What follows belongs to an exercise in optimizing a design on an open flow for small area, a short achievable clock period and few clock cycles per item; a production flow would make more cautious choices.
Only the layout flow was run in this run; the RTL was not checked for function there.
Power figures rest on the tool's default switching activity, not on a simulated workload.

File: design/flow/design.v
module vfront(data, cut);
  input [15:0] data;
  output [22:0] cut;
  wire new_n40, new_n41, new_n42, new_n43, new_n44, new_n45, new_n46,
    new_n47, new_n48, new_n49, new_n50, new_n51, new_n52, new_n53, new_n54,
    new_n55, new_n56, new_n57, new_n58, new_n59, new_n60, new_n61, new_n62,
    new_n63, new_n64, new_n65, new_n66, new_n67, new_n68, new_n69, new_n70,
    new_n71, new_n72, new_n73, new_n74, new_n75, new_n76, new_n77, new_n78,
    new_n79, new_n80, new_n81, new_n82, new_n83, new_n84, new_n85, new_n86,
    new_n87, new_n88, new_n89, new_n90, new_n91, new_n92, new_n93, new_n94,
    new_n95, new_n96, new_n97, new_n98, new_n99, new_n100, new_n101,
    new_n102, new_n103, new_n104, new_n105, new_n106, new_n107, new_n108,
    new_n109, new_n110, new_n111, new_n112, new_n113, new_n114, new_n115,
    new_n116, new_n117, new_n118, new_n119, new_n120, new_n121, new_n122,
    new_n123, new_n124, new_n125, new_n126, new_n127, new_n128, new_n129,
    new_n130, new_n131, new_n132, new_n133, new_n134, new_n135, new_n136,
    new_n137, new_n138, new_n139, new_n140, new_n141, new_n142, new_n143,
    new_n144, new_n145, new_n146, new_n147, new_n148, new_n149, new_n150,
    new_n151, new_n152, new_n153, new_n154, new_n155, new_n156, new_n157,
    new_n159, new_n160, new_n161, new_n162, new_n163, new_n165, new_n166,
    new_n167, new_n168, new_n169, new_n170, new_n171, new_n172, new_n173,
    new_n174, new_n175, new_n176, new_n177, new_n178, new_n179, new_n180,
    new_n181, new_n182, new_n183, new_n184, new_n185, new_n186, new_n187,
    new_n188, new_n189, new_n190, new_n191, new_n192, new_n194, new_n195,
    new_n196, new_n197, new_n198, new_n199, new_n200, new_n201, new_n202,
    new_n203, new_n204, new_n205, new_n206, new_n207, new_n208, new_n209,
    new_n210, new_n211, new_n212, new_n213, new_n214, new_n215, new_n216,
    new_n217, new_n218, new_n219, new_n220, new_n221, new_n222, new_n223,
    new_n225, new_n226, new_n228, new_n229, new_n230, new_n231, new_n232,
    new_n233, new_n235, new_n236, new_n237, new_n238, new_n239, new_n240,
    new_n241, new_n242, new_n243, new_n244, new_n245, new_n246, new_n247,
    new_n248, new_n249, new_n250, new_n251, new_n252, new_n253, new_n254,
    new_n255, new_n256, new_n257, new_n258, new_n259, new_n260, new_n261,
    new_n262, new_n263, new_n264, new_n265, new_n266, new_n267, new_n268,
    new_n269, new_n270, new_n271, new_n272, new_n273, new_n274, new_n275,
    new_n276, new_n277, new_n278, new_n279, new_n280, new_n281, new_n282,
    new_n284, new_n285, new_n286, new_n287, new_n289, new_n290, new_n291,
    new_n292, new_n293, new_n294, new_n295, new_n297, new_n298, new_n299,
    new_n300, new_n301, new_n302, new_n303, new_n304, new_n305, new_n306,
    new_n307, new_n308, new_n309, new_n310, new_n311, new_n312, new_n313,
    new_n315, new_n316, new_n317, new_n318, new_n320, new_n321, new_n322,
    new_n324, new_n325, new_n327, new_n328, new_n330, new_n332, new_n333,
    new_n335, new_n336;
  assign new_n40 = data[10] & ~data[11];
  assign new_n41 = ~data[10] & data[11];
  assign new_n42 = ~new_n40 & ~new_n41;
  assign new_n43 = data[12] & ~new_n42;
  assign new_n44 = ~data[12] & new_n42;
  assign new_n45 = ~new_n43 & ~new_n44;
  assign new_n46 = data[14] & data[15];
  assign new_n47 = data[12] & ~data[13];
  assign new_n48 = ~data[12] & data[13];
  assign new_n49 = ~new_n47 & ~new_n48;
  assign new_n50 = new_n46 & new_n49;
  assign new_n51 = ~data[14] & ~data[15];
  assign new_n52 = ~new_n49 & new_n51;
  assign new_n53 = ~new_n50 & ~new_n52;
  assign new_n54 = ~new_n45 & new_n53;
  assign new_n55 = data[8] & ~data[9];
  assign new_n56 = ~data[8] & data[9];
  assign new_n57 = ~new_n55 & ~new_n56;
  assign new_n58 = data[10] & ~new_n57;
  assign new_n59 = ~data[10] & new_n57;
  assign new_n60 = ~new_n58 & ~new_n59;
  assign new_n61 = new_n49 & ~new_n60;
  assign new_n62 = ~new_n49 & new_n60;
  assign new_n63 = ~new_n61 & ~new_n62;
  assign new_n64 = new_n54 & ~new_n63;
  assign new_n65 = data[8] & ~new_n42;
  assign new_n66 = ~data[8] & new_n42;
  assign new_n67 = ~new_n65 & ~new_n66;
  assign new_n68 = new_n64 & new_n67;
  assign new_n69 = data[7] & ~new_n57;
  assign new_n70 = ~data[7] & new_n57;
  assign new_n71 = ~new_n69 & ~new_n70;
  assign new_n72 = ~data[6] & ~data[7];
  assign new_n73 = data[6] & data[7];
  assign new_n74 = ~new_n72 & ~new_n73;
  assign new_n75 = ~new_n46 & ~new_n51;
  assign new_n76 = new_n63 & new_n75;
  assign new_n77 = new_n45 & new_n53;
  assign new_n78 = new_n67 & new_n77;
  assign new_n79 = ~new_n76 & new_n78;
  assign new_n80 = new_n71 & new_n79;
  assign new_n81 = ~new_n74 & ~new_n80;
  assign new_n82 = ~new_n67 & new_n77;
  assign new_n83 = ~new_n57 & new_n82;
  assign new_n84 = ~new_n76 & new_n83;
  assign new_n85 = ~new_n67 & new_n75;
  assign new_n86 = new_n67 & ~new_n75;
  assign new_n87 = ~new_n85 & ~new_n86;
  assign new_n88 = new_n57 & new_n87;
  assign new_n89 = ~new_n57 & ~new_n87;
  assign new_n90 = new_n57 & ~new_n67;
  assign new_n91 = ~new_n89 & ~new_n90;
  assign new_n92 = ~new_n88 & new_n91;
  assign new_n93 = ~new_n53 & new_n63;
  assign new_n94 = data[10] & ~new_n51;
  assign new_n95 = ~data[10] & ~new_n46;
  assign new_n96 = ~new_n94 & ~new_n95;
  assign new_n97 = data[11] & data[13];
  assign new_n98 = ~data[11] & ~data[13];
  assign new_n99 = ~new_n97 & ~new_n98;
  assign new_n100 = ~new_n96 & ~new_n99;
  assign new_n101 = new_n53 & ~new_n63;
  assign new_n102 = new_n100 & ~new_n101;
  assign new_n103 = ~new_n93 & new_n102;
  assign new_n104 = ~new_n92 & new_n103;
  assign new_n105 = ~new_n84 & ~new_n104;
  assign new_n106 = data[6] & ~data[7];
  assign new_n107 = new_n105 & new_n106;
  assign new_n108 = new_n82 & new_n105;
  assign new_n109 = ~data[6] & data[7];
  assign new_n110 = new_n57 & new_n96;
  assign new_n111 = ~new_n76 & ~new_n110;
  assign new_n112 = new_n99 & ~new_n111;
  assign new_n113 = ~new_n88 & new_n112;
  assign new_n114 = new_n109 & ~new_n113;
  assign new_n115 = ~new_n108 & new_n114;
  assign new_n116 = ~new_n107 & ~new_n115;
  assign new_n117 = new_n67 & new_n93;
  assign new_n118 = ~new_n116 & ~new_n117;
  assign new_n119 = ~new_n81 & ~new_n118;
  assign new_n120 = ~new_n89 & new_n103;
  assign new_n121 = data[7] & new_n120;
  assign new_n122 = new_n57 & ~new_n87;
  assign new_n123 = new_n112 & ~new_n122;
  assign new_n124 = ~data[7] & new_n123;
  assign new_n125 = ~new_n121 & ~new_n124;
  assign new_n126 = new_n82 & new_n125;
  assign new_n127 = ~new_n116 & ~new_n126;
  assign new_n128 = new_n116 & new_n125;
  assign new_n129 = ~new_n127 & ~new_n128;
  assign new_n130 = ~new_n119 & ~new_n129;
  assign new_n131 = ~data[6] & new_n57;
  assign new_n132 = new_n63 & ~new_n75;
  assign new_n133 = ~new_n101 & ~new_n132;
  assign new_n134 = ~new_n77 & ~new_n133;
  assign new_n135 = new_n96 & new_n134;
  assign new_n136 = new_n131 & new_n135;
  assign new_n137 = new_n64 & ~new_n67;
  assign new_n138 = ~new_n57 & new_n137;
  assign new_n139 = ~new_n135 & ~new_n138;
  assign new_n140 = ~data[6] & ~new_n67;
  assign new_n141 = ~new_n139 & new_n140;
  assign new_n142 = ~data[7] & new_n141;
  assign new_n143 = new_n64 & new_n86;
  assign new_n144 = new_n68 & new_n109;
  assign new_n145 = ~new_n143 & ~new_n144;
  assign new_n146 = ~new_n142 & new_n145;
  assign new_n147 = ~new_n136 & new_n146;
  assign new_n148 = new_n130 & new_n147;
  assign new_n149 = ~new_n91 & new_n134;
  assign new_n150 = ~new_n73 & ~new_n137;
  assign new_n151 = ~new_n149 & ~new_n150;
  assign new_n152 = new_n82 & new_n110;
  assign new_n153 = ~new_n57 & new_n78;
  assign new_n154 = ~new_n152 & ~new_n153;
  assign new_n155 = ~new_n123 & new_n154;
  assign new_n156 = new_n139 & new_n155;
  assign new_n157 = ~new_n72 & ~new_n156;
  assign cut[7] = new_n151 | new_n157;
  assign new_n159 = new_n91 & new_n134;
  assign new_n160 = new_n74 & ~new_n159;
  assign new_n161 = ~new_n135 & ~new_n160;
  assign new_n162 = ~cut[7] & new_n161;
  assign new_n163 = data[6] & new_n162;
  assign cut[4] = ~new_n148 | new_n163;
  assign new_n165 = ~new_n71 & cut[4];
  assign new_n166 = new_n68 & ~new_n165;
  assign new_n167 = ~new_n104 & ~new_n113;
  assign new_n168 = new_n68 & ~new_n71;
  assign new_n169 = new_n167 & ~new_n168;
  assign new_n170 = ~new_n116 & ~new_n169;
  assign new_n171 = data[6] & ~new_n123;
  assign new_n172 = ~data[6] & ~new_n120;
  assign new_n173 = new_n116 & ~new_n172;
  assign new_n174 = ~new_n171 & new_n173;
  assign new_n175 = ~new_n170 & ~new_n174;
  assign new_n176 = data[6] & ~new_n57;
  assign new_n177 = ~new_n131 & ~new_n176;
  assign new_n178 = new_n54 & ~new_n75;
  assign new_n179 = new_n63 & new_n178;
  assign new_n180 = new_n177 & new_n179;
  assign new_n181 = ~new_n116 & ~new_n178;
  assign new_n182 = new_n63 & new_n181;
  assign new_n183 = ~new_n180 & ~new_n182;
  assign new_n184 = new_n175 & ~new_n183;
  assign new_n185 = new_n137 & ~new_n177;
  assign new_n186 = ~new_n79 & ~new_n185;
  assign new_n187 = ~new_n181 & ~new_n186;
  assign new_n188 = new_n74 & new_n133;
  assign new_n189 = new_n167 & new_n188;
  assign new_n190 = ~new_n129 & ~new_n189;
  assign new_n191 = ~new_n187 & new_n190;
  assign new_n192 = ~new_n184 & new_n191;
  assign cut[0] = new_n166 | ~new_n192;
  assign new_n194 = new_n175 & ~new_n180;
  assign new_n195 = ~data[7] & ~new_n96;
  assign new_n196 = data[7] & new_n96;
  assign new_n197 = ~new_n195 & ~new_n196;
  assign new_n198 = new_n132 & ~new_n197;
  assign new_n199 = ~new_n93 & ~new_n137;
  assign new_n200 = new_n67 & ~new_n177;
  assign new_n201 = ~new_n74 & ~new_n200;
  assign new_n202 = ~new_n199 & new_n201;
  assign new_n203 = ~new_n198 & ~new_n202;
  assign new_n204 = new_n148 & new_n181;
  assign new_n205 = ~new_n71 & ~new_n204;
  assign new_n206 = ~new_n53 & ~new_n67;
  assign new_n207 = new_n77 & ~new_n140;
  assign new_n208 = new_n167 & ~new_n207;
  assign new_n209 = new_n84 & new_n208;
  assign new_n210 = ~new_n84 & ~new_n208;
  assign new_n211 = ~new_n209 & ~new_n210;
  assign new_n212 = ~new_n206 & new_n211;
  assign new_n213 = ~new_n205 & new_n212;
  assign new_n214 = new_n133 & new_n148;
  assign new_n215 = ~new_n74 & ~new_n75;
  assign new_n216 = new_n68 & ~new_n215;
  assign new_n217 = ~new_n71 & new_n215;
  assign new_n218 = new_n82 & new_n197;
  assign new_n219 = new_n217 & new_n218;
  assign new_n220 = ~new_n189 & ~new_n219;
  assign new_n221 = ~new_n216 & new_n220;
  assign new_n222 = ~new_n214 & new_n221;
  assign new_n223 = new_n194 & new_n222;
  assign cut[2] = new_n213 | ~new_n223;
  assign new_n225 = ~new_n203 & ~cut[2];
  assign new_n226 = new_n194 & ~new_n225;
  assign cut[1] = new_n119 | ~new_n226;
  assign new_n228 = ~new_n167 & new_n178;
  assign new_n229 = ~new_n79 & new_n116;
  assign new_n230 = ~new_n228 & new_n229;
  assign new_n231 = new_n205 & ~new_n230;
  assign new_n232 = ~new_n170 & ~new_n202;
  assign new_n233 = new_n221 & new_n232;
  assign cut[3] = new_n231 | ~new_n233;
  assign new_n235 = ~new_n75 & new_n100;
  assign new_n236 = ~new_n46 & ~new_n94;
  assign new_n237 = new_n235 & ~new_n236;
  assign new_n238 = ~new_n97 & ~new_n236;
  assign new_n239 = new_n98 & ~new_n235;
  assign new_n240 = ~new_n238 & ~new_n239;
  assign new_n241 = ~new_n237 & new_n240;
  assign new_n242 = ~new_n98 & new_n236;
  assign new_n243 = ~new_n238 & ~new_n242;
  assign new_n244 = ~data[8] & ~data[9];
  assign new_n245 = data[12] & ~new_n244;
  assign new_n246 = ~new_n235 & ~new_n245;
  assign new_n247 = ~new_n243 & ~new_n246;
  assign new_n248 = ~data[12] & new_n243;
  assign new_n249 = data[8] & data[9];
  assign new_n250 = ~new_n248 & new_n249;
  assign new_n251 = ~new_n247 & ~new_n250;
  assign new_n252 = new_n241 & ~new_n251;
  assign new_n253 = ~new_n98 & ~new_n236;
  assign new_n254 = ~new_n97 & ~new_n253;
  assign new_n255 = new_n251 & new_n254;
  assign new_n256 = ~new_n252 & ~new_n255;
  assign new_n257 = ~cut[7] & new_n256;
  assign new_n258 = new_n56 & ~new_n178;
  assign new_n259 = new_n96 & new_n99;
  assign new_n260 = ~data[12] & ~new_n259;
  assign new_n261 = ~data[11] & data[13];
  assign new_n262 = data[10] & ~new_n46;
  assign new_n263 = ~new_n51 & ~new_n262;
  assign new_n264 = new_n261 & new_n263;
  assign new_n265 = data[11] & ~data[13];
  assign new_n266 = ~new_n263 & new_n265;
  assign new_n267 = ~new_n264 & ~new_n266;
  assign new_n268 = ~new_n260 & new_n267;
  assign new_n269 = ~new_n55 & ~new_n268;
  assign new_n270 = ~data[12] & ~new_n267;
  assign new_n271 = ~new_n269 & ~new_n270;
  assign new_n272 = ~new_n258 & new_n271;
  assign new_n273 = ~new_n96 & new_n265;
  assign new_n274 = ~new_n96 & new_n261;
  assign new_n275 = ~new_n263 & ~new_n274;
  assign new_n276 = ~new_n273 & ~new_n275;
  assign new_n277 = ~new_n272 & new_n276;
  assign new_n278 = ~new_n263 & ~new_n273;
  assign new_n279 = ~new_n274 & ~new_n278;
  assign new_n280 = new_n272 & new_n279;
  assign new_n281 = ~new_n277 & ~new_n280;
  assign new_n282 = cut[7] & ~new_n281;
  assign cut[5] = new_n257 | new_n282;
  assign new_n284 = new_n244 & ~new_n268;
  assign new_n285 = ~new_n251 & ~new_n284;
  assign new_n286 = ~cut[7] & ~new_n285;
  assign new_n287 = cut[7] & ~new_n272;
  assign cut[6] = ~new_n286 & ~new_n287;
  assign new_n289 = new_n109 & ~new_n143;
  assign new_n290 = ~new_n57 & new_n68;
  assign new_n291 = new_n78 & new_n110;
  assign new_n292 = ~new_n83 & ~new_n291;
  assign new_n293 = ~new_n113 & new_n292;
  assign new_n294 = ~new_n290 & new_n293;
  assign new_n295 = new_n161 & new_n294;
  assign cut[10] = ~new_n289 & ~new_n295;
  assign new_n297 = ~new_n56 & ~new_n268;
  assign new_n298 = new_n55 & ~new_n178;
  assign new_n299 = ~new_n270 & ~new_n298;
  assign new_n300 = ~new_n297 & new_n299;
  assign new_n301 = new_n276 & ~new_n300;
  assign new_n302 = new_n279 & new_n300;
  assign new_n303 = ~new_n301 & ~new_n302;
  assign new_n304 = cut[10] & ~new_n303;
  assign new_n305 = data[12] & ~new_n249;
  assign new_n306 = ~new_n235 & ~new_n305;
  assign new_n307 = ~new_n243 & ~new_n306;
  assign new_n308 = new_n244 & ~new_n248;
  assign new_n309 = ~new_n307 & ~new_n308;
  assign new_n310 = ~new_n241 & ~new_n309;
  assign new_n311 = ~new_n254 & new_n309;
  assign new_n312 = ~new_n310 & ~new_n311;
  assign new_n313 = ~cut[10] & ~new_n312;
  assign cut[8] = new_n304 | new_n313;
  assign new_n315 = cut[10] & ~new_n300;
  assign new_n316 = new_n249 & ~new_n268;
  assign new_n317 = ~new_n309 & ~new_n316;
  assign new_n318 = ~cut[10] & ~new_n317;
  assign cut[9] = ~new_n315 & ~new_n318;
  assign new_n320 = ~new_n72 & ~new_n137;
  assign new_n321 = ~new_n149 & ~new_n320;
  assign new_n322 = ~new_n73 & ~new_n156;
  assign cut[13] = new_n321 | new_n322;
  assign new_n324 = new_n256 & ~cut[13];
  assign new_n325 = ~new_n281 & cut[13];
  assign cut[11] = new_n324 | new_n325;
  assign new_n327 = ~new_n285 & ~cut[13];
  assign new_n328 = ~new_n272 & cut[13];
  assign cut[12] = ~new_n327 & ~new_n328;
  assign new_n330 = new_n106 & ~new_n143;
  assign cut[16] = ~new_n295 & ~new_n330;
  assign new_n332 = ~new_n303 & cut[16];
  assign new_n333 = ~new_n312 & ~cut[16];
  assign cut[14] = new_n332 | new_n333;
  assign new_n335 = ~new_n300 & cut[16];
  assign new_n336 = ~new_n317 & ~cut[16];
  assign cut[15] = ~new_n335 & ~new_n336;
  assign cut[17] = data[0];
  assign cut[18] = data[1];
  assign cut[19] = data[2];
  assign cut[20] = data[3];
  assign cut[21] = data[4];
  assign cut[22] = data[5];
endmodule
module vback(cut, dout);
  input [22:0] cut;
  output [7:0] dout;
  wire new_n32, new_n33, new_n34, new_n35, new_n36, new_n37, new_n38,
    new_n39, new_n40, new_n41, new_n42, new_n43, new_n44, new_n45, new_n46,
    new_n47, new_n48, new_n49, new_n50, new_n51, new_n52, new_n53, new_n54,
    new_n55, new_n56, new_n57, new_n58, new_n59, new_n60, new_n61, new_n62,
    new_n63, new_n64, new_n65, new_n66, new_n67, new_n68, new_n69, new_n70,
    new_n71, new_n72, new_n73, new_n74, new_n75, new_n76, new_n77, new_n78,
    new_n79, new_n80, new_n81, new_n82, new_n83, new_n84, new_n85, new_n86,
    new_n87, new_n88, new_n89, new_n90, new_n91, new_n92, new_n93, new_n94,
    new_n95, new_n96, new_n97, new_n98, new_n99, new_n100, new_n101,
    new_n102, new_n103, new_n104, new_n105, new_n106, new_n107, new_n108,
    new_n109, new_n110, new_n111, new_n112, new_n113, new_n114, new_n115,
    new_n116, new_n117, new_n118, new_n119, new_n120, new_n121, new_n122,
    new_n123, new_n124, new_n125, new_n126, new_n127, new_n128, new_n129,
    new_n130, new_n131, new_n132, new_n133, new_n134, new_n135, new_n136,
    new_n137, new_n138, new_n139, new_n140, new_n141, new_n142, new_n143,
    new_n144, new_n145, new_n146, new_n147, new_n148, new_n149, new_n150,
    new_n151, new_n152, new_n153, new_n154, new_n155, new_n156, new_n157,
    new_n158, new_n159, new_n160, new_n161, new_n162, new_n163, new_n164,
    new_n165, new_n166, new_n167, new_n168, new_n169, new_n170, new_n171,
    new_n172, new_n173, new_n174, new_n175, new_n176, new_n177, new_n178,
    new_n179, new_n180, new_n181, new_n182, new_n183, new_n184, new_n185,
    new_n186, new_n187, new_n188, new_n189, new_n190, new_n191, new_n192,
    new_n193, new_n194, new_n195, new_n196, new_n197, new_n198, new_n199,
    new_n200, new_n201, new_n202, new_n203, new_n204, new_n205, new_n206,
    new_n207, new_n208, new_n209, new_n210, new_n211, new_n212, new_n213,
    new_n214, new_n215, new_n216, new_n217, new_n218, new_n219, new_n220,
    new_n221, new_n222, new_n223, new_n224, new_n225, new_n226, new_n227,
    new_n228, new_n229, new_n230, new_n231, new_n232, new_n233, new_n234,
    new_n235, new_n236, new_n237, new_n238, new_n239, new_n240, new_n241,
    new_n242, new_n243, new_n244, new_n245, new_n246, new_n247, new_n248,
    new_n249, new_n250, new_n251, new_n252, new_n253, new_n254, new_n255,
    new_n256, new_n257, new_n258, new_n259, new_n260, new_n261, new_n262,
    new_n263, new_n264, new_n265, new_n266, new_n267, new_n268, new_n269,
    new_n270, new_n271, new_n272, new_n273, new_n274, new_n275, new_n276,
    new_n277, new_n278, new_n279, new_n280, new_n281, new_n282, new_n283,
    new_n284, new_n285, new_n286, new_n287, new_n288, new_n289, new_n290,
    new_n291, new_n292, new_n293, new_n294, new_n295, new_n296, new_n297,
    new_n298, new_n299, new_n300, new_n301, new_n302, new_n303, new_n304,
    new_n305, new_n306, new_n307, new_n308, new_n309, new_n310, new_n311,
    new_n312, new_n313, new_n314, new_n315, new_n316, new_n317, new_n318,
    new_n319, new_n320, new_n321, new_n322, new_n323, new_n324, new_n325,
    new_n326, new_n327, new_n329, new_n330, new_n331, new_n332, new_n333,
    new_n334, new_n335, new_n336, new_n337, new_n338, new_n339, new_n340,
    new_n341, new_n342, new_n343, new_n344, new_n345, new_n346, new_n347,
    new_n348, new_n349, new_n350, new_n351, new_n352, new_n354, new_n355,
    new_n356, new_n357, new_n358, new_n359, new_n360, new_n361, new_n362,
    new_n364, new_n365, new_n366, new_n367, new_n368, new_n369, new_n370,
    new_n371, new_n372, new_n373, new_n374, new_n375, new_n376, new_n377,
    new_n378, new_n379, new_n380, new_n381, new_n382, new_n384, new_n385,
    new_n386, new_n387, new_n388, new_n389, new_n390, new_n391, new_n392,
    new_n393, new_n394, new_n395, new_n396, new_n397, new_n398, new_n399,
    new_n400, new_n401, new_n402, new_n403, new_n404, new_n405, new_n407,
    new_n408, new_n409, new_n410, new_n411, new_n412, new_n413, new_n414,
    new_n415, new_n416, new_n417, new_n418, new_n419, new_n420, new_n422,
    new_n423, new_n424, new_n425, new_n426, new_n427, new_n429, new_n430,
    new_n431, new_n432, new_n433, new_n434;
  assign new_n32 = cut[17] & ~cut[18];
  assign new_n33 = cut[21] & ~cut[22];
  assign new_n34 = ~cut[0] & ~cut[2];
  assign new_n35 = ~cut[0] & ~cut[1];
  assign new_n36 = cut[3] & ~new_n35;
  assign new_n37 = ~new_n34 & new_n36;
  assign new_n38 = cut[0] & cut[2];
  assign new_n39 = cut[4] & ~new_n38;
  assign new_n40 = new_n37 & new_n39;
  assign new_n41 = new_n33 & new_n40;
  assign new_n42 = cut[0] & ~cut[2];
  assign new_n43 = ~cut[3] & ~new_n42;
  assign new_n44 = ~cut[1] & ~cut[2];
  assign new_n45 = cut[4] & ~new_n44;
  assign new_n46 = ~new_n43 & new_n45;
  assign new_n47 = ~new_n37 & new_n46;
  assign new_n48 = ~cut[21] & cut[22];
  assign new_n49 = new_n47 & new_n48;
  assign new_n50 = ~new_n41 & ~new_n49;
  assign new_n51 = ~cut[3] & cut[4];
  assign new_n52 = cut[1] & cut[2];
  assign new_n53 = new_n51 & new_n52;
  assign new_n54 = ~cut[1] & new_n38;
  assign new_n55 = cut[3] & cut[4];
  assign new_n56 = new_n54 & new_n55;
  assign new_n57 = ~new_n53 & ~new_n56;
  assign new_n58 = cut[21] & cut[22];
  assign new_n59 = ~new_n57 & new_n58;
  assign new_n60 = cut[19] & ~cut[20];
  assign new_n61 = ~cut[19] & cut[20];
  assign new_n62 = ~new_n60 & ~new_n61;
  assign new_n63 = ~cut[21] & ~cut[22];
  assign new_n64 = ~cut[2] & ~cut[4];
  assign new_n65 = new_n36 & new_n64;
  assign new_n66 = new_n63 & new_n65;
  assign new_n67 = ~new_n62 & ~new_n66;
  assign new_n68 = ~new_n59 & new_n67;
  assign new_n69 = new_n50 & new_n68;
  assign new_n70 = cut[19] & cut[20];
  assign new_n71 = cut[3] & new_n63;
  assign new_n72 = ~cut[3] & new_n58;
  assign new_n73 = ~new_n71 & ~new_n72;
  assign new_n74 = cut[3] & ~cut[4];
  assign new_n75 = new_n34 & new_n74;
  assign new_n76 = new_n38 & new_n51;
  assign new_n77 = ~new_n75 & ~new_n76;
  assign new_n78 = ~cut[1] & ~new_n77;
  assign new_n79 = ~new_n73 & new_n78;
  assign new_n80 = cut[1] & ~cut[2];
  assign new_n81 = ~cut[1] & cut[2];
  assign new_n82 = ~new_n80 & ~new_n81;
  assign new_n83 = ~new_n34 & ~new_n82;
  assign new_n84 = ~cut[3] & ~cut[4];
  assign new_n85 = new_n83 & new_n84;
  assign new_n86 = new_n63 & new_n85;
  assign new_n87 = cut[4] & ~new_n34;
  assign new_n88 = ~cut[1] & ~new_n64;
  assign new_n89 = ~new_n87 & new_n88;
  assign new_n90 = ~new_n51 & ~new_n74;
  assign new_n91 = new_n58 & ~new_n90;
  assign new_n92 = new_n89 & new_n91;
  assign new_n93 = ~new_n86 & ~new_n92;
  assign new_n94 = ~new_n79 & new_n93;
  assign new_n95 = new_n70 & new_n94;
  assign new_n96 = ~cut[19] & ~cut[20];
  assign new_n97 = new_n33 & new_n44;
  assign new_n98 = ~new_n44 & new_n48;
  assign new_n99 = ~new_n97 & ~new_n98;
  assign new_n100 = ~cut[1] & ~cut[3];
  assign new_n101 = ~new_n64 & new_n100;
  assign new_n102 = ~new_n87 & new_n101;
  assign new_n103 = ~new_n99 & new_n102;
  assign new_n104 = ~cut[2] & cut[3];
  assign new_n105 = cut[2] & ~cut[3];
  assign new_n106 = ~new_n104 & ~new_n105;
  assign new_n107 = ~cut[1] & ~new_n106;
  assign new_n108 = cut[0] & cut[1];
  assign new_n109 = ~new_n35 & ~new_n108;
  assign new_n110 = ~new_n107 & ~new_n109;
  assign new_n111 = ~cut[2] & ~cut[3];
  assign new_n112 = ~new_n35 & ~new_n111;
  assign new_n113 = ~cut[1] & ~cut[4];
  assign new_n114 = new_n48 & new_n113;
  assign new_n115 = ~new_n112 & new_n114;
  assign new_n116 = ~new_n110 & new_n115;
  assign new_n117 = ~new_n103 & ~new_n116;
  assign new_n118 = new_n54 & ~new_n90;
  assign new_n119 = cut[1] & ~cut[3];
  assign new_n120 = new_n64 & new_n119;
  assign new_n121 = ~cut[0] & new_n120;
  assign new_n122 = ~new_n118 & ~new_n121;
  assign new_n123 = new_n33 & ~new_n122;
  assign new_n124 = new_n117 & ~new_n123;
  assign new_n125 = new_n96 & new_n124;
  assign new_n126 = ~new_n95 & ~new_n125;
  assign new_n127 = ~new_n33 & ~new_n48;
  assign new_n128 = cut[4] & ~new_n112;
  assign new_n129 = ~new_n110 & new_n128;
  assign new_n130 = ~new_n35 & new_n129;
  assign new_n131 = new_n127 & new_n130;
  assign new_n132 = ~cut[0] & ~cut[4];
  assign new_n133 = new_n52 & new_n132;
  assign new_n134 = ~new_n127 & new_n133;
  assign new_n135 = ~new_n131 & ~new_n134;
  assign new_n136 = cut[0] & ~cut[4];
  assign new_n137 = ~cut[0] & cut[4];
  assign new_n138 = ~new_n136 & ~new_n137;
  assign new_n139 = new_n105 & ~new_n138;
  assign new_n140 = cut[1] & new_n139;
  assign new_n141 = new_n33 & new_n140;
  assign new_n142 = cut[0] & new_n74;
  assign new_n143 = new_n82 & new_n142;
  assign new_n144 = new_n48 & new_n143;
  assign new_n145 = ~new_n141 & ~new_n144;
  assign new_n146 = ~cut[3] & new_n83;
  assign new_n147 = ~new_n107 & ~new_n146;
  assign new_n148 = cut[3] & cut[21];
  assign new_n149 = cut[22] & new_n148;
  assign new_n150 = ~cut[3] & ~cut[21];
  assign new_n151 = ~cut[22] & new_n150;
  assign new_n152 = ~new_n149 & ~new_n151;
  assign new_n153 = new_n39 & ~new_n152;
  assign new_n154 = ~new_n147 & new_n153;
  assign new_n155 = new_n145 & ~new_n154;
  assign new_n156 = new_n135 & new_n155;
  assign new_n157 = ~new_n126 & new_n156;
  assign new_n158 = ~new_n69 & ~new_n157;
  assign new_n159 = new_n39 & ~new_n73;
  assign new_n160 = ~new_n147 & new_n159;
  assign new_n161 = ~cut[4] & ~new_n127;
  assign new_n162 = ~new_n112 & new_n161;
  assign new_n163 = new_n110 & new_n162;
  assign new_n164 = new_n80 & new_n127;
  assign new_n165 = new_n55 & new_n164;
  assign new_n166 = ~new_n163 & ~new_n165;
  assign new_n167 = ~new_n160 & new_n166;
  assign new_n168 = cut[2] & cut[3];
  assign new_n169 = new_n39 & new_n168;
  assign new_n170 = cut[1] & ~cut[21];
  assign new_n171 = ~cut[1] & cut[21];
  assign new_n172 = ~new_n170 & ~new_n171;
  assign new_n173 = new_n169 & new_n172;
  assign new_n174 = new_n96 & ~new_n173;
  assign new_n175 = new_n167 & new_n174;
  assign new_n176 = new_n48 & new_n140;
  assign new_n177 = new_n33 & new_n143;
  assign new_n178 = ~new_n176 & ~new_n177;
  assign new_n179 = ~cut[3] & new_n64;
  assign new_n180 = ~cut[1] & new_n127;
  assign new_n181 = new_n179 & new_n180;
  assign new_n182 = ~cut[0] & new_n127;
  assign new_n183 = new_n179 & new_n182;
  assign new_n184 = ~new_n181 & ~new_n183;
  assign new_n185 = cut[1] & ~new_n127;
  assign new_n186 = ~new_n77 & new_n185;
  assign new_n187 = new_n184 & ~new_n186;
  assign new_n188 = new_n178 & new_n187;
  assign new_n189 = new_n48 & new_n80;
  assign new_n190 = new_n142 & new_n189;
  assign new_n191 = new_n33 & new_n55;
  assign new_n192 = new_n54 & new_n191;
  assign new_n193 = ~new_n190 & ~new_n192;
  assign new_n194 = new_n70 & new_n193;
  assign new_n195 = new_n188 & new_n194;
  assign new_n196 = ~new_n175 & ~new_n195;
  assign new_n197 = new_n99 & ~new_n127;
  assign new_n198 = new_n129 & new_n197;
  assign new_n199 = ~new_n79 & ~new_n198;
  assign new_n200 = new_n60 & new_n199;
  assign new_n201 = ~cut[4] & new_n52;
  assign new_n202 = ~new_n152 & new_n201;
  assign new_n203 = new_n103 & ~new_n132;
  assign new_n204 = ~new_n202 & ~new_n203;
  assign new_n205 = new_n61 & new_n204;
  assign new_n206 = ~new_n200 & ~new_n205;
  assign new_n207 = new_n196 & new_n206;
  assign new_n208 = cut[0] & new_n55;
  assign new_n209 = cut[22] & new_n81;
  assign new_n210 = new_n208 & new_n209;
  assign new_n211 = ~cut[22] & new_n80;
  assign new_n212 = new_n142 & new_n211;
  assign new_n213 = ~new_n210 & ~new_n212;
  assign new_n214 = ~new_n66 & ~new_n202;
  assign new_n215 = ~new_n59 & new_n214;
  assign new_n216 = new_n213 & new_n215;
  assign new_n217 = new_n70 & ~new_n216;
  assign new_n218 = new_n127 & new_n169;
  assign new_n219 = ~new_n198 & ~new_n218;
  assign new_n220 = new_n50 & new_n219;
  assign new_n221 = new_n96 & ~new_n220;
  assign new_n222 = ~new_n217 & ~new_n221;
  assign new_n223 = ~new_n207 & new_n222;
  assign new_n224 = ~new_n158 & new_n223;
  assign new_n225 = new_n32 & ~new_n224;
  assign new_n226 = new_n40 & new_n48;
  assign new_n227 = new_n33 & new_n47;
  assign new_n228 = ~new_n226 & ~new_n227;
  assign new_n229 = ~new_n57 & new_n63;
  assign new_n230 = new_n58 & new_n65;
  assign new_n231 = new_n62 & ~new_n230;
  assign new_n232 = ~new_n229 & new_n231;
  assign new_n233 = new_n228 & new_n232;
  assign new_n234 = new_n33 & ~new_n44;
  assign new_n235 = new_n44 & new_n48;
  assign new_n236 = ~new_n234 & ~new_n235;
  assign new_n237 = new_n102 & ~new_n236;
  assign new_n238 = new_n33 & new_n113;
  assign new_n239 = ~new_n112 & new_n238;
  assign new_n240 = ~new_n110 & new_n239;
  assign new_n241 = ~new_n237 & ~new_n240;
  assign new_n242 = new_n48 & ~new_n122;
  assign new_n243 = new_n241 & ~new_n242;
  assign new_n244 = new_n61 & new_n243;
  assign new_n245 = new_n78 & ~new_n152;
  assign new_n246 = new_n58 & new_n85;
  assign new_n247 = new_n63 & ~new_n90;
  assign new_n248 = new_n89 & new_n247;
  assign new_n249 = ~new_n246 & ~new_n248;
  assign new_n250 = ~new_n245 & new_n249;
  assign new_n251 = new_n60 & new_n250;
  assign new_n252 = ~new_n244 & ~new_n251;
  assign new_n253 = ~new_n160 & new_n178;
  assign new_n254 = new_n135 & new_n253;
  assign new_n255 = ~new_n252 & new_n254;
  assign new_n256 = ~new_n233 & ~new_n255;
  assign new_n257 = ~new_n73 & new_n201;
  assign new_n258 = ~new_n132 & new_n237;
  assign new_n259 = ~new_n257 & ~new_n258;
  assign new_n260 = new_n96 & new_n259;
  assign new_n261 = ~new_n154 & new_n166;
  assign new_n262 = new_n169 & ~new_n172;
  assign new_n263 = new_n61 & ~new_n262;
  assign new_n264 = new_n261 & new_n263;
  assign new_n265 = ~new_n260 & ~new_n264;
  assign new_n266 = new_n145 & new_n187;
  assign new_n267 = ~new_n127 & ~new_n213;
  assign new_n268 = new_n60 & ~new_n267;
  assign new_n269 = new_n266 & new_n268;
  assign new_n270 = ~new_n99 & new_n129;
  assign new_n271 = ~new_n245 & ~new_n270;
  assign new_n272 = new_n70 & new_n271;
  assign new_n273 = ~new_n269 & ~new_n272;
  assign new_n274 = new_n265 & new_n273;
  assign new_n275 = ~new_n230 & ~new_n257;
  assign new_n276 = ~new_n229 & new_n275;
  assign new_n277 = new_n193 & new_n276;
  assign new_n278 = new_n60 & ~new_n277;
  assign new_n279 = ~new_n218 & ~new_n270;
  assign new_n280 = new_n228 & new_n279;
  assign new_n281 = new_n61 & ~new_n280;
  assign new_n282 = ~new_n278 & ~new_n281;
  assign new_n283 = ~new_n274 & new_n282;
  assign new_n284 = ~new_n256 & new_n283;
  assign new_n285 = ~cut[17] & cut[18];
  assign new_n286 = ~new_n284 & new_n285;
  assign new_n287 = ~new_n225 & ~new_n286;
  assign new_n288 = new_n124 & new_n167;
  assign new_n289 = new_n220 & new_n288;
  assign new_n290 = ~new_n96 & new_n289;
  assign new_n291 = new_n94 & new_n188;
  assign new_n292 = new_n216 & new_n291;
  assign new_n293 = ~new_n70 & new_n292;
  assign new_n294 = ~new_n290 & ~new_n293;
  assign new_n295 = ~new_n158 & ~new_n294;
  assign new_n296 = new_n199 & ~new_n204;
  assign new_n297 = new_n60 & new_n296;
  assign new_n298 = ~new_n199 & new_n204;
  assign new_n299 = new_n61 & new_n298;
  assign new_n300 = ~new_n297 & ~new_n299;
  assign new_n301 = cut[20] & ~new_n173;
  assign new_n302 = ~cut[20] & new_n193;
  assign new_n303 = ~new_n301 & ~new_n302;
  assign new_n304 = new_n300 & ~new_n303;
  assign new_n305 = new_n295 & new_n304;
  assign new_n306 = cut[18] & ~new_n305;
  assign new_n307 = ~new_n61 & new_n166;
  assign new_n308 = new_n243 & new_n307;
  assign new_n309 = new_n280 & new_n308;
  assign new_n310 = cut[20] & ~new_n213;
  assign new_n311 = ~new_n154 & ~new_n310;
  assign new_n312 = new_n309 & new_n311;
  assign new_n313 = new_n266 & ~new_n267;
  assign new_n314 = new_n277 & new_n313;
  assign new_n315 = cut[20] & new_n250;
  assign new_n316 = new_n314 & new_n315;
  assign new_n317 = ~new_n312 & ~new_n316;
  assign new_n318 = new_n96 & ~new_n262;
  assign new_n319 = new_n317 & ~new_n318;
  assign new_n320 = new_n96 & ~new_n271;
  assign new_n321 = new_n70 & ~new_n259;
  assign new_n322 = ~new_n320 & ~new_n321;
  assign new_n323 = ~new_n256 & new_n322;
  assign new_n324 = ~new_n319 & new_n323;
  assign new_n325 = ~cut[17] & ~new_n324;
  assign new_n326 = ~new_n306 & ~new_n325;
  assign new_n327 = ~new_n285 & ~new_n326;
  assign dout[0] = ~new_n287 | new_n327;
  assign new_n329 = new_n228 & ~new_n270;
  assign new_n330 = new_n61 & ~new_n329;
  assign new_n331 = new_n60 & ~new_n276;
  assign new_n332 = ~new_n32 & ~new_n331;
  assign new_n333 = ~new_n330 & new_n332;
  assign new_n334 = new_n50 & ~new_n198;
  assign new_n335 = new_n96 & ~new_n334;
  assign new_n336 = new_n70 & ~new_n215;
  assign new_n337 = ~new_n285 & ~new_n336;
  assign new_n338 = ~new_n335 & new_n337;
  assign new_n339 = new_n333 & new_n338;
  assign new_n340 = ~new_n242 & new_n249;
  assign new_n341 = ~new_n240 & new_n340;
  assign new_n342 = new_n62 & new_n341;
  assign new_n343 = new_n93 & ~new_n123;
  assign new_n344 = ~new_n116 & new_n343;
  assign new_n345 = ~new_n62 & new_n344;
  assign new_n346 = ~new_n342 & ~new_n345;
  assign new_n347 = new_n300 & ~new_n346;
  assign new_n348 = new_n322 & new_n347;
  assign new_n349 = new_n224 & new_n348;
  assign new_n350 = ~new_n284 & ~new_n333;
  assign new_n351 = new_n349 & ~new_n350;
  assign new_n352 = ~new_n339 & ~new_n351;
  assign dout[1] = ~new_n287 | new_n352;
  assign new_n354 = ~new_n207 & ~new_n346;
  assign new_n355 = ~new_n274 & new_n354;
  assign new_n356 = cut[18] & ~new_n355;
  assign new_n357 = new_n324 & ~new_n356;
  assign new_n358 = new_n287 & ~new_n357;
  assign new_n359 = ~new_n352 & new_n358;
  assign new_n360 = new_n284 & new_n348;
  assign new_n361 = ~new_n333 & ~new_n360;
  assign new_n362 = ~new_n286 & ~new_n361;
  assign dout[2] = new_n359 | ~new_n362;
  assign new_n364 = new_n333 & ~new_n339;
  assign new_n365 = ~new_n349 & new_n364;
  assign new_n366 = ~new_n225 & ~new_n365;
  assign new_n367 = ~cut[18] & ~new_n355;
  assign new_n368 = new_n305 & ~new_n367;
  assign new_n369 = new_n287 & ~new_n368;
  assign new_n370 = ~new_n352 & new_n369;
  assign new_n371 = new_n366 & ~new_n370;
  assign new_n372 = new_n70 & ~new_n225;
  assign new_n373 = ~new_n365 & new_n372;
  assign new_n374 = new_n290 & ~new_n373;
  assign new_n375 = new_n96 & new_n366;
  assign new_n376 = ~new_n374 & ~new_n375;
  assign new_n377 = ~new_n371 & new_n376;
  assign new_n378 = new_n60 & new_n359;
  assign new_n379 = new_n309 & ~new_n378;
  assign new_n380 = new_n61 & new_n359;
  assign new_n381 = dout[2] & ~new_n380;
  assign new_n382 = ~new_n379 & new_n381;
  assign dout[3] = new_n377 | new_n382;
  assign new_n384 = new_n161 & ~new_n168;
  assign new_n385 = ~new_n60 & new_n309;
  assign new_n386 = new_n359 & new_n385;
  assign new_n387 = new_n309 & ~new_n362;
  assign new_n388 = ~new_n359 & new_n387;
  assign new_n389 = ~new_n386 & ~new_n388;
  assign new_n390 = ~new_n380 & new_n389;
  assign new_n391 = ~new_n58 & ~new_n390;
  assign new_n392 = ~new_n371 & ~new_n376;
  assign new_n393 = ~new_n63 & new_n392;
  assign new_n394 = new_n390 & new_n393;
  assign new_n395 = ~new_n391 & ~new_n394;
  assign new_n396 = ~new_n384 & ~new_n395;
  assign new_n397 = ~new_n42 & ~new_n113;
  assign new_n398 = ~cut[3] & new_n397;
  assign new_n399 = ~new_n37 & ~new_n398;
  assign new_n400 = new_n127 & new_n399;
  assign new_n401 = ~new_n48 & new_n377;
  assign new_n402 = ~new_n33 & ~new_n377;
  assign new_n403 = ~new_n401 & ~new_n402;
  assign new_n404 = ~new_n400 & ~new_n403;
  assign new_n405 = dout[3] & new_n404;
  assign dout[4] = new_n396 | new_n405;
  assign new_n407 = dout[3] & ~new_n404;
  assign new_n408 = cut[13] & new_n407;
  assign new_n409 = ~new_n63 & ~new_n384;
  assign new_n410 = new_n390 & new_n409;
  assign new_n411 = ~new_n58 & ~new_n384;
  assign new_n412 = ~new_n390 & new_n411;
  assign new_n413 = ~new_n410 & ~new_n412;
  assign new_n414 = new_n390 & ~new_n392;
  assign new_n415 = new_n413 & ~new_n414;
  assign new_n416 = cut[7] & new_n415;
  assign new_n417 = ~new_n408 & ~new_n416;
  assign new_n418 = cut[16] & new_n405;
  assign new_n419 = cut[10] & new_n396;
  assign new_n420 = ~new_n418 & ~new_n419;
  assign dout[5] = ~new_n417 | ~new_n420;
  assign new_n422 = cut[6] & new_n415;
  assign new_n423 = cut[15] & new_n405;
  assign new_n424 = ~new_n422 & ~new_n423;
  assign new_n425 = cut[12] & new_n407;
  assign new_n426 = cut[9] & new_n396;
  assign new_n427 = ~new_n425 & ~new_n426;
  assign dout[6] = ~new_n424 | ~new_n427;
  assign new_n429 = cut[14] & new_n405;
  assign new_n430 = cut[8] & new_n396;
  assign new_n431 = ~new_n429 & ~new_n430;
  assign new_n432 = cut[11] & new_n407;
  assign new_n433 = cut[5] & new_n415;
  assign new_n434 = ~new_n432 & ~new_n433;
  assign dout[7] = ~new_n431 | ~new_n434;
endmodule
module viterbi_decoder(clk, rst, en, data, data_out, done_flag);
    input clk, rst, en;
    input [15:0] data;
    output [7:0] data_out;
    output reg done_flag;
    wire [22:0] cut;
    reg  [22:0] cut_q;
    vfront head (.data(data), .cut(cut));
    vback  tail (.cut(cut_q), .dout(data_out));
    always @(posedge clk or posedge rst)
        if (rst) done_flag <= 1'b0;
        else     done_flag <= en;
    always @(posedge clk)
        cut_q <= cut;
endmodule
File: design/flow/flow/run.sh
#!/bin/bash
# The standard layout (the standard.sh, on the standard synthesis script) with two
# changes:
#  - ADDER_MAP_FILE is empty, so Yosys does not extract half/full adders into
#    sky130 ha/fa cells before ABC; ABC maps that logic with the rest.
#  - the port buffers inserted before global placement are sky130_fd_sc_hd__buf_2
#    instead of the resizer's default pick (a clkdlybuf4s50 delay cell).
# Registers and their names are those of the standard synthesis.
set -euo pipefail
export BUFFER_PORTS_ARGS="-buffer_cell sky130_fd_sc_hd__buf_2"
bash standard.sh ADDER_MAP_FILE= finish > standard.log 2>&1
File: design/flow/standard.sh
#!/bin/bash
# synth_recipe.tcl (not shown) runs the flow's synth.tcl, then flattens the netlist and writes it again
# the make line also repeats each setting of config.mk as NAME=value (left out here)
make -C /OpenROAD-flow-scripts/flow DESIGN_CONFIG=/design/flow/config.mk WORK_HOME=/design/flow/orfs CLKGATE_MAP_FILE= SYNTH_SCRIPT=/design/flow/synth_recipe.tcl "${@:-finish}"
File: design/flow/config.mk
export PLATFORM = sky130hd
export DESIGN_NAME = viterbi_decoder
export DESIGN_NICKNAME = viterbi_decoder
export VERILOG_FILES = /design/flow/design.v
export SDC_FILE = /design/flow/constraint.sdc
export NUM_CORES = 4
export LEC_CHECK = 0
export ABC_AREA = 1
export CAP_MARGIN = 20
export CORE_MARGIN = 2
export CORE_UTILIZATION = 40
export SETUP_SLACK_MARGIN = 0.35
export SLEW_MARGIN = 20
File: design/flow/constraint.sdc
create_clock -name core_clock -period 5.0 [get_ports {clk}]
set_input_delay 1.0000 -clock core_clock [delete_from_list [all_inputs] [get_ports {clk}]]
set_output_delay 1.0000 -clock core_clock [all_outputs]
set_load 0.01 [all_outputs]
==> reports/qor.tcl <==
set qor(first_global_vias) 4239
set qor(timing.critical_path.slowest_stage_cell) {sky130_fd_sc_hd__dfxtp_2}
set qor(finalNonFillerCells) 819
set qor(synth-seq-area-share_pct) 13.8
set qor(drtAntennaViolNets) 0
set qor(finalSetupViolations) 0
set qor(clkSlewWorstSetupHoldPaths_ns) 0.09
set qor(p_per_area_nw_per_um2) 373
set qor(route.vias.total) 4394
set qor(post_cts_hold_buffer_count) 0
set qor(mapped_nets) 706
set qor(fmax_mhz) 234
set qor(critical_path_s_most_frequent_cell) {sky130_fd_sc_hd__nand2_1}
set qor(antenna_cells_inserted) 0
set qor(vdd_ir_drop_max_v) 0.000268
set qor(total_stage_count_of_the_critical_path) 21
set qor(cts_buffers) 3
set qor(detail_route.wirelength_mm) 11.4
set qor(flow.area_growth_from_synthesis_pct) 9.12
set qor(dieArea_um2) 9550
set qor(postLayoutCoreUtil_pct) 44.4
set qor(drt_pre_antenna_iters) 7
set qor(cts-root-buf) {sky130_fd_sc_hd__clkbuf_8}
set qor(leakagePower_nw) 2.20
set qor(effective_utilization_at_floorplan_pct) 40.7
set qor(ys_seq_elements) 24
set qor(totalNegativeSetupSlack_ns) 0
set qor(placed_cells) 815
set qor(slew_headroom_pct) 57.7
set qor(syn-cell-area_um2) 3510
set qor(yosysWarningCount) 1
set qor(worst-endpoint-required_ns) 4.00
set qor(fin_nets) 731
set qor(drt-vias-per-instance) 5.37
set qor(post-route-drc-count) 0
set qor(holdWs_ns) 0.548
set qor(max_cap_viol_count) 0
set qor(grt.overflow.total) 0
set qor(worstPathArrival_ns) 3.28
set qor(chipHeight_um) 97.7
set qor(routed_wire_length_per_instance_um) 13.9
set qor(synth_enable_flop_cells) 0
set qor(design_area_um2) 3830
set qor(final_max_slew_viol_count) 0
set qor(path_cells) {clkinvlp_4, nand2_1, nand3_1, o21ai_0, nand3_1, inv_1, nor2_1, nor2_1, nand2_1, nand3_2, nand2_1, nand2_1, nand2_2, nand2_1, nand2_2, nand3_2, nand2_1, nor2_2, nand3_1, nand3_1, buf_2}
set qor(placed_cell_area_um2) 3750
set qor(antenna_found_initial) 0
set qor(fp.dieW_um) 97.7
set qor(clockBufferDepth) 2
set qor(pin_count_of_the_biggest_net_entering_global_routing) 15
set qor(timing.critical_path.buf_inv) 3
set qor(rsz0062_at_grt) {false}
set qor(run_status) {complete, no violations}
set qor(synth_top_flop_cell) {sky130_fd_sc_hd__dfxtp_1}
set qor(synthArstFlopShare_pct) 4.17
set qor(crit_type) {register to output port}
set qor(grtUsageTotal_pct) 24.6
set qor(grt_pass1_wl_mm) 19.7
set qor(syn_avg_cell_area_um2) 5.11
set qor(drt_first_iter_violations) 306
set qor(final_period_minus_worst_setup_slack_ns) 4.28
set qor(tritoncts) {done}
set qor(cts_htree_levels) 1
set qor(synth_cell_types) 38
set qor(end_kind) {output port}
set qor(timing.critical_path.fanout_max) 14
set qor(portBuffers) 27
set qor(worst_slew_pin_slew_ns) 0.630
set qor(top_level_ports) 28
set qor(cp_top_family) {simple AND/OR/NAND/NOR gates}
set qor(clkSinkCount) 24
set qor(final_hold_viol_count) 0
set qor(worst_path_largest_cell_delay_ns) 0.54
set qor(routabilityCongestion) 0.979
set qor(worst_setup_path_start_kind) {register}
set qor(hpwl_mm) 9.31
set qor(min_period_over_period_pct) 85.6
set qor(min-delay-path-class) {input port to async pin}
set qor(synthCells) 687
set qor(num_rows) 34
set qor(core-area_um2) 8640
set qor(drive_gt1_share_pct) 10.4
## kinds of logic after synthesis
kind of cell	after synthesis	share of synthesized area [%]
AOI/OAI and AO/OA	74	12.1
xor gates and xnor gates	7	2.49
buffers and inverters	97	10.7
DFF	24	13.8
muxes	8	2.28
and+or+nand+nor	477	58.6
## state kept, by name, summed over array words and instances, names as in the netlist
signal,cells
cut_q,23
done_flag,1
## how the worst max path moves through the flow
stage / start / endpoint / slack, ns
final: cut_q[3] / data_out[6] / 0.72
after global routing: cut_q[4] / data_out[6] / 0.35
after CTS: cut_q[4] / data_out[6] / 0.58
after detailed placement: cut_q[4] / data_out[6] / 0.88
after global placement: cut_q[4] / data_out[6] / 0.87
after floorplan: cut_q[1] / data_out[5] / 1.77
## repair_timing
action | CTS | global route
resized for setup | 0 | 5
endpoints found under the setup margin | 0 | 5
buffers inserted | 0 | 0
## report_power, final
| group | internal, mW | switching, mW | total, mW |
|---|---|---|---|
| Sequential | 0.237 | 0.0662 | 0.303 |
| Clock | 0.107 | 0.0608 | 0.168 |
| Combinational | 0.302 | 0.657 | 0.959 |
| Total | 0.646 | 0.784 | 1.43 |
## placed cells by master, fill, tap and decap left out, drive strengths merged
| cell | instances |
|---|---|
| o21ai | 41 |
| nor3 | 5 |
| o21a | 1 |
| o2111ai | 1 |
| o21bai | 1 |
| o211ai | 3 |
| and3 | 1 |
| mux2i | 8 |
| or2 | 4 |
| nand3 | 83 |
| dfrtp | 1 |
| a21oi | 22 |
| a21boi | 3 |
| nand4 | 20 |
| xor2 | 6 |
| clkinvlp | 2 |
| clkbuf | 3 |
| buf | 28 |
| a31oi | 1 |
| dfxtp | 23 |
| nand2 | 259 |
| a32oi | 1 |
| xnor2 | 1 |
| nand3b | 1 |
| nor2 | 104 |
| bufinv | 1 |
| inv | 87 |
## stage by stage
stage	setup WS [ns]	power (mW)
detailed placement	0.880	1.24
floorplan	1.77	0.996
CTS	0.577	1.41
finish	0.721	1.43
global route	0.350	1.58
global placement	0.875	1.25
## layer usage
metal  wire (µm)  global-route usage (%)  part of all wire (%)  vias up
met1        4970                    31.3                    44     1939
met4         490                    9.94                   4.3        0
li1            -                       -                     -     2245
met5           0                       0                     0        -
met2        5220                    42.4                    46      165
met3         731                    2.59                   6.4       45
## cell usage after synthesis, drive strengths merged (5+ instances only)
master	n	area share, %
nand2	259	28
nor2	104	12
inv	88	9.4
nand3	83	13
o21ai	41	6.3
dfxtp	23	13
a21oi	22	3.1
nand4	20	3.6
mux2i	8	2.3
buf	6	0.93
xor2	6	2.2
nor3	5	0.71
## layout make-up
type                    instances  area, µm²
clock inverters                 1       30.0
multi-input cells             566       2650
fillers                       976       4800
clock buffers                   3       41.3
repair buffers                 28        143
well taps                     108        135
inverters                      89        342
flip-flops and latches         24        489

==> static timing again, ports no longer ideal <==
In the flow no input, the clock included, has a driving cell. The finished layout below was timed again as built, in two steps. Step 1 sets driving cells, clkbuf_16 on the clock port and buf_2 on the other inputs (assumed; they add their load-dependent delay and slew). Step 2 times the ports against the registers' clock, not the clock port: input delays grow and output delays shrink by t, the midpoint of the rising clock arrivals with the driver on. Three values: ideal, step 1, step 2; two values: the first two.
t (ns): 0.291
setup slack, ns: 0.721 / 0.692 / 0.983
hold WS [ns]: 0.548 / 0.539 / 0.830
worst register clock-pin slew, ns: 0.09 / 0.09
pins driven straight from the clock port: 1
After both steps setup and hold are still met in this run. The setup slack of this run moves by -0.029 ns with the drivers and by +0.262 ns with both steps.
